Background: an optimization exercise with open tools, aiming at small area, a short achievable clock period and few clock cycles. Do not read the settings as production practice. Function was checked by simulation only, so behaviour that the tests miss may differ from the original. Power figures rest on the tool's default switching activity, not on a simulated workload.

### design/flow/design.v
module PE (
    input  wire        clk,
    input  wire        rst_n,
    input  wire        clr_acc,    
    input  wire        vld,        
    input  wire [7:0]  a_in,
    input  wire [8:0]  b_in,
    output reg  [7:0]  a_out,
    output reg  [8:0]  b_out,
    output reg signed [31:0] acc
  );
  wire signed [17:0] prod = $signed(a_in) * $signed(b_in);
  always @(posedge clk or negedge rst_n)
  begin
    if (!rst_n)
    begin
      a_out <= 0;
      b_out <= 0;
      acc <= 0;
    end
    else
    begin
      a_out <= a_in;
      b_out <= b_in;
      if (clr_acc)
        acc <= 0;
      else if (vld)
        acc <= acc + $signed(prod);
    end
  end
endmodule
module systolic_array_4x4 (
  input  wire        clk,
  input  wire        rst_n,
  input  wire        start,        
  input  wire        vld,          
  input  wire [31:0] a_bus,        
  input  wire [35:0] b_bus,        
  output wire [511:0] c_bus
  );
  wire [7:0] a_r0_t0, a_r0_t1, a_r0_t2, a_r0_t3, a_r0_t4;
  wire [7:0] a_r1_t0, a_r1_t1, a_r1_t2, a_r1_t3, a_r1_t4;
  wire [7:0] a_r2_t0, a_r2_t1, a_r2_t2, a_r2_t3, a_r2_t4;
  wire [7:0] a_r3_t0, a_r3_t1, a_r3_t2, a_r3_t3, a_r3_t4;
  reg [7:0] a1_d0;
  reg [7:0] a2_d1, a2_d2;
  reg [7:0] a3_d1, a3_d2, a3_d3;
  always @(posedge clk or negedge rst_n)
  begin
    if (!rst_n)
    begin
      a1_d0 <= 8'd0;
      a2_d1 <= 8'd0;
      a2_d2 <= 8'd0;
      a3_d1 <= 8'd0;
      a3_d2 <= 8'd0;
      a3_d3 <= 8'd0;
    end
    else if (start)
    begin
      a1_d0 <= 8'd0;
      a2_d1 <= 8'd0;
      a2_d2 <= 8'd0;
      a3_d1 <= 8'd0;
      a3_d2 <= 8'd0;
      a3_d3 <= 8'd0;
    end
    else if (vld)
    begin
      a1_d0 <= a_bus[23:16];                  
      a2_d1 <= a_bus[15:8 ];
      a2_d2 <= a2_d1;  
      a3_d1 <= a_bus[7 :0 ];
      a3_d2 <= a3_d1;
      a3_d3 <= a3_d2;  
    end
  end
  assign a_r0_t0 = a_bus[31:24];  
  assign a_r1_t0 = a1_d0;
  assign a_r2_t0 = a2_d2;
  assign a_r3_t0 = a3_d3;
  wire [8:0] b_t0_c0, b_t1_c0, b_t2_c0, b_t3_c0, b_t4_c0;
  wire [8:0] b_t0_c1, b_t1_c1, b_t2_c1, b_t3_c1, b_t4_c1;
  wire [8:0] b_t0_c2, b_t1_c2, b_t2_c2, b_t3_c2, b_t4_c2;
  wire [8:0] b_t0_c3, b_t1_c3, b_t2_c3, b_t3_c3, b_t4_c3;
  reg [8:0] b1_d0;
  reg [8:0] b2_d1, b2_d2;
  reg [8:0] b3_d1, b3_d2, b3_d3;
  always @(posedge clk or negedge rst_n)
  begin
    if (!rst_n)
    begin
      b1_d0 <= 9'd0;
      b2_d1 <= 9'd0;
      b2_d2 <= 9'd0;
      b3_d1 <= 9'd0;
      b3_d2 <= 9'd0;
      b3_d3 <= 9'd0;
    end
    else if (start)
    begin
      b1_d0 <= 9'd0;
      b2_d1 <= 9'd0;
      b2_d2 <= 9'd0;
      b3_d1 <= 9'd0;
      b3_d2 <= 9'd0;
      b3_d3 <= 9'd0;
    end
    else if (vld)
    begin
      b1_d0 <= b_bus[26:18];                  
      b2_d1 <= b_bus[17:9 ];
      b2_d2 <= b2_d1;  
      b3_d1 <= b_bus[8 :0 ];
      b3_d2 <= b3_d1;
      b3_d3 <= b3_d2;  
    end
  end
  assign b_t0_c0 = b_bus[35:27];  
  assign b_t0_c1 = b1_d0;
  assign b_t0_c2 = b2_d2;
  assign b_t0_c3 = b3_d3;
  wire [31:0] c00, c01, c02, c03;
  wire [31:0] c10, c11, c12, c13;
  wire [31:0] c20, c21, c22, c23;
  wire [31:0] c30, c31, c32, c33;
  PE pe00 (.clk(clk), .rst_n(rst_n), .clr_acc(start), .vld(vld),
           .a_in(a_r0_t0), .b_in(b_t0_c0), .a_out(a_r0_t1), .b_out(b_t1_c0), .acc(c00));
  PE pe01 (.clk(clk), .rst_n(rst_n), .clr_acc(start), .vld(vld),
           .a_in(a_r0_t1), .b_in(b_t0_c1), .a_out(a_r0_t2), .b_out(b_t1_c1), .acc(c01));
  PE pe02 (.clk(clk), .rst_n(rst_n), .clr_acc(start), .vld(vld),
           .a_in(a_r0_t2), .b_in(b_t0_c2), .a_out(a_r0_t3), .b_out(b_t1_c2), .acc(c02));
  PE pe03 (.clk(clk), .rst_n(rst_n), .clr_acc(start), .vld(vld),
           .a_in(a_r0_t3), .b_in(b_t0_c3), .a_out(a_r0_t4), .b_out(b_t1_c3), .acc(c03));
  PE pe10 (.clk(clk), .rst_n(rst_n), .clr_acc(start), .vld(vld),
           .a_in(a_r1_t0), .b_in(b_t1_c0), .a_out(a_r1_t1), .b_out(b_t2_c0), .acc(c10));
  PE pe11 (.clk(clk), .rst_n(rst_n), .clr_acc(start), .vld(vld),
           .a_in(a_r1_t1), .b_in(b_t1_c1), .a_out(a_r1_t2), .b_out(b_t2_c1), .acc(c11));
  PE pe12 (.clk(clk), .rst_n(rst_n), .clr_acc(start), .vld(vld),
           .a_in(a_r1_t2), .b_in(b_t1_c2), .a_out(a_r1_t3), .b_out(b_t2_c2), .acc(c12));
  PE pe13 (.clk(clk), .rst_n(rst_n), .clr_acc(start), .vld(vld),
           .a_in(a_r1_t3), .b_in(b_t1_c3), .a_out(a_r1_t4), .b_out(b_t2_c3), .acc(c13));
  PE pe20 (.clk(clk), .rst_n(rst_n), .clr_acc(start), .vld(vld),
           .a_in(a_r2_t0), .b_in(b_t2_c0), .a_out(a_r2_t1), .b_out(b_t3_c0), .acc(c20));
  PE pe21 (.clk(clk), .rst_n(rst_n), .clr_acc(start), .vld(vld),
           .a_in(a_r2_t1), .b_in(b_t2_c1), .a_out(a_r2_t2), .b_out(b_t3_c1), .acc(c21));
  PE pe22 (.clk(clk), .rst_n(rst_n), .clr_acc(start), .vld(vld),
           .a_in(a_r2_t2), .b_in(b_t2_c2), .a_out(a_r2_t3), .b_out(b_t3_c2), .acc(c22));
  PE pe23 (.clk(clk), .rst_n(rst_n), .clr_acc(start), .vld(vld),
           .a_in(a_r2_t3), .b_in(b_t2_c3), .a_out(a_r2_t4), .b_out(b_t3_c3), .acc(c23));
  PE pe30 (.clk(clk), .rst_n(rst_n), .clr_acc(start), .vld(vld),
           .a_in(a_r3_t0), .b_in(b_t3_c0), .a_out(a_r3_t1), .b_out(b_t4_c0), .acc(c30));
  PE pe31 (.clk(clk), .rst_n(rst_n), .clr_acc(start), .vld(vld),
           .a_in(a_r3_t1), .b_in(b_t3_c1), .a_out(a_r3_t2), .b_out(b_t4_c1), .acc(c31));
  PE pe32 (.clk(clk), .rst_n(rst_n), .clr_acc(start), .vld(vld),
           .a_in(a_r3_t2), .b_in(b_t3_c2), .a_out(a_r3_t3), .b_out(b_t4_c2), .acc(c32));
  PE pe33 (.clk(clk), .rst_n(rst_n), .clr_acc(start), .vld(vld),
           .a_in(a_r3_t3), .b_in(b_t3_c3), .a_out(a_r3_t4), .b_out(b_t4_c3), .acc(c33));
  assign c_bus = { c33, c32, c31, c30,
                   c23, c22, c21, c20,
                   c13, c12, c11, c10,
                   c03, c02, c01, c00 };
endmodule
module TPU(
    input         clk,
    input         rst_n,
    input         in_valid,
    input  [15:0] K,
    input  [7:0]  M,
    input  [7:0]  N,
    output reg    busy,
    output        A_wr_en,
    output [15:0] A_index,
    output [31:0] A_data_in,
    input  [31:0] A_data_out,
    output        B_wr_en,
    output [15:0] B_index0,
    output [15:0] B_index1,
    output [31:0] B_data_in,
    input  [31:0] B_data_out0,
    input  [31:0] B_data_out1,
    output        C_wr_en,
    output [15:0] C_index,
    output [127:0] C_data_in,
    input  [127:0] C_data_out
  );
  reg         c_wr_en_r;
  reg  [15:0] a_idx_r, b_idx_r0, b_idx_r1, c_idx_r;
  reg  [127:0] c_din_r;
  assign A_wr_en   = 1'b0;
  assign B_wr_en   = 1'b0;
  assign A_data_in = 32'd0;
  assign B_data_in = 32'd0;
  assign A_index   = a_idx_r;
  assign B_index0  = b_idx_r0;
  assign B_index1  = b_idx_r1;
  assign C_wr_en   = c_wr_en_r;
  assign C_index   = c_idx_r;
  assign C_data_in = c_din_r;
  localparam S_IDLE  = 4'd0;
  localparam S_RD0   = 4'd1;  
  localparam S_LD0   = 4'd2;  
  localparam S_RUN   = 4'd3;  
  localparam S_FLUSH = 4'd4;  
  localparam S_WR    = 4'd5;  
  reg [3:0] state, state_nxt;
  reg [7:0] M_tot, N_tot;
  reg [15:0] K_tot;      
  reg [7:0] blkM, blkN;               
  reg [7:0] ib, jb;                   
  reg [7:0] m_q, n_q, n_q2;
  reg [15:0] k_q;
  reg        has_second_block;
  reg        start_pending;
  reg [7:0]  M_req, N_req;
  reg [15:0] K_req;
  reg        in_valid_d;
  wire       idle        = (state == S_IDLE);
  wire [7:0] M_sane      = (M==0)?8'd1:M;
  wire [7:0] N_sane      = (N==0)?8'd1:N;
  wire [15:0] K_sane     = (K==0)?16'd1:K;
  wire       start_pulse = in_valid && !in_valid_d;
  wire       start_fire_live = idle && in_valid;
  wire       start_fire_pend = idle && !in_valid && start_pending;
  wire       start_fire  = start_fire_live || start_fire_pend;
  wire       use_pending = start_fire_pend;
  wire [7:0] start_M     = use_pending ? M_req : M_sane;
  wire [7:0] start_N     = use_pending ? N_req : N_sane;
  wire [15:0] start_K    = use_pending ? K_req : K_sane;
  reg [31:0] a_word_cur, b_word_cur0, b_word_cur1;
  function [7:0] pick8;
    input [31:0] w;
    input [1:0] idx;
    begin
      case (idx)
        2'd0:
          pick8 = w[31:24];
        2'd1:
          pick8 = w[23:16];
        2'd2:
          pick8 = w[15:8 ];
        default:
          pick8 = w[7:0];
      endcase
    end
  endfunction
  function [8:0] pick8_signed;
    input [31:0] w;
    input [1:0] idx;
    reg [7:0] val;
    begin
      case (idx)
        2'd0:
          val = w[31:24];
        2'd1:
          val = w[23:16];
        2'd2:
          val = w[15:8 ];
        default:
          val = w[7:0];
      endcase
      pick8_signed = {val[7], val};
    end
  endfunction
  wire       sa_start = (state == S_LD0);
  wire       sa_vld   = (state == S_RUN) || (state == S_FLUSH);
  reg  [7:0] sa_a0, sa_a1, sa_a2, sa_a3;
  reg  [8:0] sa0_b0, sa0_b1, sa0_b2, sa0_b3;
  reg  [8:0] sa1_b0, sa1_b1, sa1_b2, sa1_b3;
  wire [31:0] c00_0, c01_0, c02_0, c03_0;
  wire [31:0] c10_0, c11_0, c12_0, c13_0;
  wire [31:0] c20_0, c21_0, c22_0, c23_0;
  wire [31:0] c30_0, c31_0, c32_0, c33_0;
  wire [31:0] c00_1, c01_1, c02_1, c03_1;
  wire [31:0] c10_1, c11_1, c12_1, c13_1;
  wire [31:0] c20_1, c21_1, c22_1, c23_1;
  wire [31:0] c30_1, c31_1, c32_1, c33_1;
  wire [31:0]  sa_a_bus = { sa_a0, sa_a1, sa_a2, sa_a3 };
  wire [35:0]  sa_b_bus0 = { sa0_b0, sa0_b1, sa0_b2, sa0_b3 };
  wire [35:0]  sa_b_bus1 = { sa1_b0, sa1_b1, sa1_b2, sa1_b3 };
  wire [511:0] sa_c_bus0;
  wire [511:0] sa_c_bus1;
  systolic_array_4x4 SA4_0 (
                         .clk  (clk),
                         .rst_n(rst_n),
                         .start(sa_start),
                         .vld  (sa_vld),
                         .a_bus(sa_a_bus),
                         .b_bus(sa_b_bus0),
                         .c_bus(sa_c_bus0)
                       );
  systolic_array_4x4 SA4_1 (
                         .clk  (clk),
                         .rst_n(rst_n),
                         .start(sa_start),
                         .vld  (sa_vld),
                         .a_bus(sa_a_bus),
                         .b_bus(sa_b_bus1),
                         .c_bus(sa_c_bus1)
                       );
  assign c00_0 = sa_c_bus0[ 31:  0];
  assign c01_0 = sa_c_bus0[ 63: 32];
  assign c02_0 = sa_c_bus0[ 95: 64];
  assign c03_0 = sa_c_bus0[127: 96];
  assign c10_0 = sa_c_bus0[159:128];
  assign c11_0 = sa_c_bus0[191:160];
  assign c12_0 = sa_c_bus0[223:192];
  assign c13_0 = sa_c_bus0[255:224];
  assign c20_0 = sa_c_bus0[287:256];
  assign c21_0 = sa_c_bus0[319:288];
  assign c22_0 = sa_c_bus0[351:320];
  assign c23_0 = sa_c_bus0[383:352];
  assign c30_0 = sa_c_bus0[415:384];
  assign c31_0 = sa_c_bus0[447:416];
  assign c32_0 = sa_c_bus0[479:448];
  assign c33_0 = sa_c_bus0[511:480];
  assign c00_1 = sa_c_bus1[ 31:  0];
  assign c01_1 = sa_c_bus1[ 63: 32];
  assign c02_1 = sa_c_bus1[ 95: 64];
  assign c03_1 = sa_c_bus1[127: 96];
  assign c10_1 = sa_c_bus1[159:128];
  assign c11_1 = sa_c_bus1[191:160];
  assign c12_1 = sa_c_bus1[223:192];
  assign c13_1 = sa_c_bus1[255:224];
  assign c20_1 = sa_c_bus1[287:256];
  assign c21_1 = sa_c_bus1[319:288];
  assign c22_1 = sa_c_bus1[351:320];
  assign c23_1 = sa_c_bus1[383:352];
  assign c30_1 = sa_c_bus1[415:384];
  assign c31_1 = sa_c_bus1[447:416];
  assign c32_1 = sa_c_bus1[479:448];
  assign c33_1 = sa_c_bus1[511:480];
  reg [15:0] k_cnt;                    
  reg [2:0] flush_cnt, flush_need;    
  reg [1:0] row_cnt;                  
  reg       write_half;
  wire      row_write_done = (!has_second_block) || write_half;
  always @*
  begin
    sa_a0 = 8'd0;
    sa_a1 = 8'd0;
    sa_a2 = 8'd0;
    sa_a3 = 8'd0;
    sa0_b0 = 9'd0;
    sa0_b1 = 9'd0;
    sa0_b2 = 9'd0;
    sa0_b3 = 9'd0;
    sa1_b0 = 9'd0;
    sa1_b1 = 9'd0;
    sa1_b2 = 9'd0;
    sa1_b3 = 9'd0;
    if (state == S_RUN)
    begin
      if (0 < m_q)
        sa_a0 = pick8(a_word_cur, 2'd0);
      if (1 < m_q)
        sa_a1 = pick8(a_word_cur, 2'd1);
      if (2 < m_q)
        sa_a2 = pick8(a_word_cur, 2'd2);
      if (3 < m_q)
        sa_a3 = pick8(a_word_cur, 2'd3);
      if (0 < n_q)
        sa0_b0 = pick8_signed(b_word_cur0, 2'd0);
      if (1 < n_q)
        sa0_b1 = pick8_signed(b_word_cur0, 2'd1);
      if (2 < n_q)
        sa0_b2 = pick8_signed(b_word_cur0, 2'd2);
      if (3 < n_q)
        sa0_b3 = pick8_signed(b_word_cur0, 2'd3);
      if (0 < n_q2)
        sa1_b0 = pick8_signed(b_word_cur1, 2'd0);
      if (1 < n_q2)
        sa1_b1 = pick8_signed(b_word_cur1, 2'd1);
      if (2 < n_q2)
        sa1_b2 = pick8_signed(b_word_cur1, 2'd2);
      if (3 < n_q2)
        sa1_b3 = pick8_signed(b_word_cur1, 2'd3);
    end
  end
  reg [127:0] c_din_pack0;
  reg [127:0] c_din_pack1;
  always @*
  begin
    case (row_cnt)
      2'd0:
        c_din_pack0 = { (n_q>0)?c00_0:32'd0, (n_q>1)?c01_0:32'd0,
                        (n_q>2)?c02_0:32'd0, (n_q>3)?c03_0:32'd0 };
      2'd1:
        c_din_pack0 = { (n_q>0)?c10_0:32'd0, (n_q>1)?c11_0:32'd0,
                        (n_q>2)?c12_0:32'd0, (n_q>3)?c13_0:32'd0 };
      2'd2:
        c_din_pack0 = { (n_q>0)?c20_0:32'd0, (n_q>1)?c21_0:32'd0,
                        (n_q>2)?c22_0:32'd0, (n_q>3)?c23_0:32'd0 };
      default:
        c_din_pack0 = { (n_q>0)?c30_0:32'd0, (n_q>1)?c31_0:32'd0,
                        (n_q>2)?c32_0:32'd0, (n_q>3)?c33_0:32'd0 };
    endcase
  end
  always @*
  begin
    case (row_cnt)
      2'd0:
        c_din_pack1 = { (n_q2>0)?c00_1:32'd0, (n_q2>1)?c01_1:32'd0,
                        (n_q2>2)?c02_1:32'd0, (n_q2>3)?c03_1:32'd0 };
      2'd1:
        c_din_pack1 = { (n_q2>0)?c10_1:32'd0, (n_q2>1)?c11_1:32'd0,
                        (n_q2>2)?c12_1:32'd0, (n_q2>3)?c13_1:32'd0 };
      2'd2:
        c_din_pack1 = { (n_q2>0)?c20_1:32'd0, (n_q2>1)?c21_1:32'd0,
                        (n_q2>2)?c22_1:32'd0, (n_q2>3)?c23_1:32'd0 };
      default:
        c_din_pack1 = { (n_q2>0)?c30_1:32'd0, (n_q2>1)?c31_1:32'd0,
                        (n_q2>2)?c32_1:32'd0, (n_q2>3)?c33_1:32'd0 };
    endcase
  end
  always @*
  begin
    state_nxt = state;
    case (state)
      S_IDLE :
        state_nxt = (in_valid || start_pending) ? S_RD0 : S_IDLE;
      S_RD0  :
        state_nxt = S_LD0;
      S_LD0  :
        state_nxt = S_RUN;
      S_RUN  :
        state_nxt = (k_cnt == k_q-1) ? S_FLUSH : S_RUN;
      S_FLUSH:
        state_nxt = (flush_need == 0) ? S_WR
                    : ((flush_cnt + 3'd1) >= flush_need) ? S_WR : S_FLUSH;
      S_WR   : begin
        if (!row_write_done) begin
          state_nxt = S_WR;
        end else if (row_cnt == m_q-1) begin
          if (jb + (has_second_block ? 8'd2 : 8'd1) < blkN)
            state_nxt = S_RD0;   
          else if (ib + 8'd1 < blkM)
            state_nxt = S_RD0;   
          else
            state_nxt = S_IDLE;  
        end else begin
          state_nxt = S_WR;
        end
      end
      default:
        state_nxt = S_IDLE;
    endcase
  end
  always @(posedge clk or negedge rst_n)
  begin
    if (!rst_n)
    begin
      state <= S_IDLE;
      busy  <= 1'b0;
      a_idx_r <= 16'd0;
      b_idx_r0 <= 16'd0;
      b_idx_r1 <= 16'd0;
      c_idx_r <= 16'd0;
      c_wr_en_r <= 1'b0;
      c_din_r <= 128'd0;
      M_tot <= 0;
      N_tot <= 0;
      K_tot <= 0;
      blkM  <= 0;
      blkN  <= 0;
      ib <= 0;
      jb <= 0;
      m_q <= 0;
      n_q <= 0;
      n_q2 <= 0;
      has_second_block <= 1'b0;
      k_q <= 0;
      a_word_cur <= 32'd0;
      b_word_cur0 <= 32'd0;
      b_word_cur1 <= 32'd0;
      start_pending <= 1'b0;
      in_valid_d <= 1'b0;
      M_req <= 8'd0;
      N_req <= 8'd0;
      K_req <= 8'd0;
      k_cnt <= 0;
      flush_cnt <= 0;
      flush_need <= 0;
      row_cnt <= 0;
      write_half <= 1'b0;
      c_wr_en_r <= 1'b0;
    end
    else
    begin
      state <= state_nxt;
      c_wr_en_r <= 1'b0;
      in_valid_d <= in_valid;
      if (start_pulse && !idle)
      begin
        start_pending <= 1'b1;
        M_req <= M_sane;
        N_req <= N_sane;
        K_req <= K_sane;
      end
      else if (start_fire_pend)
      begin
        start_pending <= 1'b0;
      end
      case (state)
        S_IDLE:
        begin
          if (in_valid || start_pending)
            busy <= 1'b1;
          else
            busy <= 1'b0;
          if (start_fire)
          begin
            M_tot <= start_M;
            N_tot <= start_N;
            K_tot <= start_K;
            k_q   <= start_K;
            blkM  <= (start_M + 8'd3) >> 2;  
            blkN  <= (start_N + 8'd3) >> 2;  
            ib <= 8'd0;
            jb <= 8'd0;
          end
        end
        S_RD0:
        begin
          begin : _tile_sizes
            reg [8:0] M9, N9, start_row, start_col0, start_col1;
            reg [8:0] remM, remN0, remN1;
            reg [7:0] m_q_next, n_q_next, n_q2_next, max_n_q;
            reg       second_block;
            M9        = {1'b0, M_tot};
            N9        = {1'b0, N_tot};
            start_row = ({1'b0, ib} << 2);    
            start_col0 = ({1'b0, jb} << 2);    
            start_col1 = ({1'b0, (jb + 8'd1)} << 2);   
            remM      = (M9 > start_row) ? (M9 - start_row) : 9'd0;
            remN0     = (N9 > start_col0) ? (N9 - start_col0) : 9'd0;
            remN1     = (N9 > start_col1) ? (N9 - start_col1) : 9'd0;
            m_q_next  = (remM > 9'd4) ? 8'd4 : remM[7:0];
            n_q_next  = (remN0 > 9'd4) ? 8'd4 : remN0[7:0];
            second_block = (jb + 8'd1 < blkN);
            n_q2_next = second_block ? ((remN1 > 9'd4) ? 8'd4 : remN1[7:0]) : 8'd0;
            max_n_q   = (n_q2_next > n_q_next) ? n_q2_next : n_q_next;
            m_q       <= m_q_next;
            n_q       <= n_q_next;
            n_q2      <= n_q2_next;
            has_second_block <= second_block;
            flush_cnt <= 3'd0;
            flush_need <= (m_q_next - 8'd1) + (max_n_q - 8'd1);
          end
          k_cnt   <= 8'd0;
          row_cnt <= 2'd0;
          write_half <= 1'b0;
          begin : _ab_base
            reg [15:0] a_blk_base;
            reg [15:0] b_blk_base0;
            reg [15:0] b_blk_base1;
            reg        second_block;
            a_blk_base = {8'd0, ib} * {8'd0, K_tot};
            b_blk_base0 = {8'd0, jb} * {8'd0, K_tot};
            second_block = (jb + 8'd1 < blkN);
            if (second_block)
              b_blk_base1 = {8'd0, (jb + 8'd1)} * {8'd0, K_tot};
            else
              b_blk_base1 = b_blk_base0;
            a_idx_r   <= a_blk_base;
            b_idx_r0  <= b_blk_base0;
            b_idx_r1  <= b_blk_base1;
          end
        end
        S_LD0:
        begin
          a_word_cur <= A_data_out;   
          b_word_cur0 <= B_data_out0;
          if (has_second_block)
            b_word_cur1 <= B_data_out1;
          else
            b_word_cur1 <= 32'd0;
          if (k_q > 8'd1)
          begin
            a_idx_r <= a_idx_r + 16'd1;  
            b_idx_r0 <= b_idx_r0 + 16'd1;
            if (has_second_block)
              b_idx_r1 <= b_idx_r1 + 16'd1;
          end
        end
        S_RUN:
        begin
          if (k_cnt < k_q-1)
          begin
            a_word_cur <= A_data_out;   
            b_word_cur0 <= B_data_out0;
            if (has_second_block)
              b_word_cur1 <= B_data_out1;
            else
              b_word_cur1 <= 32'd0;
          end
          if (k_cnt + 8'd1 < k_q-1)
          begin
            a_idx_r <= a_idx_r + 16'd1;
            b_idx_r0 <= b_idx_r0 + 16'd1;
            if (has_second_block)
              b_idx_r1 <= b_idx_r1 + 16'd1;
          end
          if (k_cnt != k_q-1)
            k_cnt <= k_cnt + 8'd1;
        end
        S_FLUSH:
        begin
          if (flush_need != 0 && flush_cnt < flush_need)
            flush_cnt <= flush_cnt + 3'd1;
        end
        S_WR:
        begin
          c_wr_en_r <= 1'b1;
          begin : _cidx
            reg [15:0] ib4, row_glb;
            reg [15:0] n_blocks;   
            reg [1:0]  row_for_idx;
            reg [7:0]  col_block;
            row_for_idx = row_cnt;
            ib4          = ({8'd0, ib} << 2);                   
            row_glb      = ib4 + {14'd0, row_for_idx};          
            n_blocks     = ({8'd0, N_tot} + 8'd3) >> 2;         
            col_block    = jb + ((has_second_block && write_half) ? 8'd1 : 8'd0);
            c_idx_r      <= row_glb * n_blocks + {14'd0, 2'd0, col_block};   
          end
          if (has_second_block && write_half)
            c_din_r   <= c_din_pack1;
          else
            c_din_r   <= c_din_pack0;
          c_wr_en_r <= 1'b1;
          if (has_second_block && !write_half) begin
            write_half <= 1'b1;
          end else begin
            write_half <= 1'b0;
            if (row_cnt != (m_q-1))
            begin
              row_cnt <= row_cnt + 2'd1;
            end
            else
            begin
              if (jb + (has_second_block ? 8'd2 : 8'd1) < blkN)
              begin
                jb <= jb + (has_second_block ? 8'd2 : 8'd1);          
              end
              else if (ib + 8'd1 < blkM)
              begin
                ib <= ib + 8'd1;          
                jb <= 8'd0;
              end
              row_cnt <= 2'd0;
            end
          end
        end
      endcase
    end
  end
endmodule
### design/flow/run.sh
#!/bin/bash
# synth_recipe.tcl (not shown) runs the flow's synth.tcl, then flattens the netlist and writes it again
# the make line also repeats each setting of config.mk as NAME=value (left out here)
make -C /OpenROAD-flow-scripts/flow DESIGN_CONFIG=/design/flow/config.mk WORK_HOME=/design/flow/orfs CLKGATE_MAP_FILE= SYNTH_SCRIPT=/design/flow/synth_recipe.tcl finish
### design/flow/config.mk
export PLATFORM = sky130hd
export DESIGN_NAME = TPU
export DESIGN_NICKNAME = TPU
export VERILOG_FILES = /design/flow/design.v
export SDC_FILE = /design/flow/constraint.sdc
export NUM_CORES = 4
export LEC_CHECK = 0
export CAP_MARGIN = 20
export CORE_MARGIN = 2
export CORE_UTILIZATION = 40
export SLEW_MARGIN = 20
### design/flow/constraint.sdc
create_clock -name core_clock -period 10.0 [get_ports {clk}]
set_input_delay 2.0000 -clock core_clock [delete_from_list [all_inputs] [get_ports {clk}]]
set_output_delay 2.0000 -clock core_clock [all_outputs]
set_load 0.01 [all_outputs]
==> flow_metrics.py <==
metrics = {
    "status": {
        "status": "complete, no violations",
    },
    "critical_path": {
        "max_stage_delay_ns": 0.59,
        "crit_slowest_cell": "o21ai_0",
        "start_kind": "flop",
        "required_ns": 10.81,
        "r2r_start": "m_q[7]",
        "critPathMaxFanout": 20,
        "critPathKind": "flop to flop",
        "crit_buf_inv": 4,
        "rrSetupSlack_ns": 1.34,
        "crit_cells": 27,
        "reg2reg_to": "SA4_0.pe00.acc[24]",
        "timing.critical_path.to_type": "flop",
        "crit_family": "adder cells",
        "reg2regPathDepth": 27,
        "crit_arrival_ns": 9.47,
    },
    "worst_hold_path": {
        "hold-path-endpoint": "SA4_1.pe30.a_out[3]",
        "min_from": "SA4_1.a3_d3[3]",
        "hold_path_class": "flop to flop",
        "hold_depth": 0,
    },
    "timing": {
        "setup_viol": 0,
        "relSlewSlack_pct": 16.4,
        "rsz0062_at_grt": "false",
        "fin_skew_ns": 0.0936,
        "hold_slack_ns": 0.365,
        "layout_min_cycle_time_ns": 8.66,
        "clock.fmax_mhz": 115,
        "fin_crit_sh_pct": 86.6,
        "fin_tns_setup_ns": 0,
        "final_max_slew_viol_count": 0,
        "finalHoldViolCount": 0,
        "worst_pin_slew_ns": 1.25,
    },
    "clock_tree": {
        "clock-sinks": 1893,
        "h-tree-depth": 5,
        "post_cts_resized": 0,
        "cts_tree": "done",
        "clock_latency_ns": 1.01,
        "clock-root-buffer": "clkbuf_16",
        "ctsLongestPathBuffers": 4,
        "clkTransAtPathRegs_ns": 0.06,
        "post_cts_buffers": 0,
        "cts_hold_buf": 0,
        "cts_buffers": 271,
    },
    "floorplan": {
        "die_h_um": 820,
        "coreArea_um2": 663000,
        "dieArea_um2": 673000,
        "die_w_um": 820,
        "num_io_pins": 519,
        "rows": 299,
        "initial_utilization_pct": 40.2,
    },
    "grt": {
        "grt_overflow_total": 0,
        "grt_max_degree": 193,
        "antenna_found_initial": 49,
        "grt_util_all_layers_pct": 22.5,
        "grt_first_pass_wirelength_mm": 1190,
        "grt_pass1_vias": 206000,
    },
    "logic_synthesis": {
        "yosys.area.top_type": "fa_1",
        "synth-async-reset-ratio_pct": 100,
        "ys.flop_type": "dfrtp_1",
        "yosys.area.top_type_share_pct": 34.4,
        "synth_edf_count": 0,
        "synth_seq_area_share_pct": 17.8,
        "syn_area_per_cell_um2": 9.53,
        "yosys_warnings": 3,
        "yosys.cell_types.count": 100,
        "synth_area_leaders": "fa_1 (34%), dfrtp_1 (18%), ha_1 (12%)",
        "yosys_register_bits": 1893,
        "syn_inst": 28000,
        "syn_area_um2": 266000,
    },
    "layout": {
        "layout-drive-gt1-share_pct": 3.40,
        "area_delta_synth_final_pct": 8.79,
        "ff_latch_area_um2": 47400,
        "mostFrequentLayoutCell": "inv_1",
        "fillers": 64000,
        "final_cell_mix": "inv_1 (6170), fa_1 (4576), nand2_1 (2682), ha_1 (2448), dfrtp_1 (1892)",
        "largest_register_ff_count": 128,
        "multiInputGateArea_um2": 192000,
        "final_area_um2": 290000,
        "largest_register": "c_din_r",
        "nets": 35300,
    },
    "drt": {
        "drt_drc_violations_left": 0,
        "first_pass_iters": 8,
        "routed_wirelength_mm": 743,
        "num_vias": 193000,
        "drt_iter0_drc": 12700,
        "viasPerCell": 5.20,
        "drt-wirelength-per-cell_um": 20.0,
        "drtAntennaViolNets": 0,
    },
    "placed_design": {
        "gp_congestion": 0.906,
        "io_buffer_count": 324,
        "dpl.hpwl_mm": 592,
        "placed_cell_area_um2": 280000,
    },
    "pwr": {
        "p_leak_nw": 152,
        "vdd_drop_max_v": 0.000140,
        "power.density_nw_per_um2": 64.5,
    },
    "flow_run": {
        "max-cap-violations": 0,
    },
}
==> stage by stage <==
| step | instances | utilization [%] | total power [mW] | setup slack, ns |
|---|---|---|---|---|
| after floorplan | 28000 | - | 7.94 | 0.352 |
| after global placement | 36600 | 42.2 | 8.22 | 1.48 |
| after detailed placement | 36600 | 42.2 | 8.23 | 1.48 |
| after CTS | 37100 | 43.7 | 18.9 | 1.37 |
| after global routing | 37100 | 43.7 | 19.2 | 0.884 |
| final | 37100 | 43.7 | 18.7 | 1.34 |
==> kinds of logic after synthesis <==
family                     after synthesis  synth area share (%)
and+or+nand+nor                       6017                  10.6
other                                    2               0.00282
muxes                                   94                 0.372
buffers and inverters                 7150                  10.2
AOI/OAI and AO/OA                     4631                  11.4
DFF                                   1893                  17.8
adders and majority gates             7034                  45.9
xor gates and xnor gates              1131                  3.72
==> layer usage <==
layer	share of wire, %	track usage (%)	up-vias	wire [um]
met2	47	36.9	4460	347000
met3	5.6	3.18	981	41500
met4	4.1	7.61	20	30200
met1	44	30.6	99000	323000
met5	0.018	0	-	132
li1	-	-	88200	-
==> report_power, final <==
group	switching, mW	leakage [nW]	internal [mW]
Sequential	0.0354	26.0	7.70
Combinational	0.255	121	0.0935
Clock	4.23	4.64	6.40
==> cell usage after synthesis, drive strengths merged, types with 78 or more instances <==
| cell type | number |
|---|---|
| o21bai | 98 |
| clkbuf | 836 |
| o21ai | 1643 |
| and2 | 998 |
| o21a | 131 |
| a22o | 360 |
| a21o | 386 |
| nor2 | 887 |
| inv | 6178 |
| and3 | 78 |
| nand2 | 2698 |
| a222oi | 256 |
| dfrtp | 1893 |
| a221oi | 144 |
| o31ai | 89 |
| fa | 4582 |
| nor2b | 112 |
| xor2 | 470 |
| nor3 | 164 |
| nand3 | 423 |
| ha | 2452 |
| a21oi | 864 |
| xnor2 | 661 |
| o311ai | 105 |
| buf | 133 |
| nand2b | 386 |
==> final cells by class <==
type	instances	share of cell area (%)
clock inverter	125	0.627
clock buffer	356	2.66
timing repair buffer	663	2.12
multi-input combinational	19000	66.4
tap	8879	3.83
antenna	16	0.0138
inverter	6181	8.01
sequential	1893	16.3
==> worst max-delay path by stage <==
stage | startpoint | end | slack, ns
6_report | m_q[7] | SA4_0.pe00.acc[24] | 1.34
5_1_grt | m_q[7] | SA4_0.pe00.acc[24] | 0.88
4_1_cts | m_q[7] | SA4_0.pe00.acc[24] | 1.37
3_5_place_dp | m_q[7] | SA4_0.pe00.acc[24] | 1.48
3_3_place_gp | m_q[7] | SA4_0.pe00.acc[24] | 1.48
2_1_floorplan | state[2] | SA4_0.pe00.acc[25] | 0.35
Testbench counts, summed over its fixed seeds: cycles 638,763.

==> separate check: timing with driven ports <==
In the flow no input, the clock included, has a driving cell. The finished layout below was timed again as built, in two steps.
Step 1 sets driving cells, clkbuf_16 on the clock port and buf_2 on the other inputs (assumed; they add their load-dependent delay and slew).
Step 2, shift: input delay + t, output delay - t, t = (earliest + latest rising clock arrival at the registers) / 2. This alone moves slack from input paths to output paths.
Slacks: no drivers / after step 1 / after step 2; pairs: no drivers / after step 1.
t (ns): 1.095
setup slack, ns: 1.342 / 1.342 / 1.342
worst slew at a driven data input, ns: 0.31
After both steps this run still meets setup and hold. For this run, drivers alone change the setup slack by 0.000 ns; drivers and shift together by 0.000 ns.
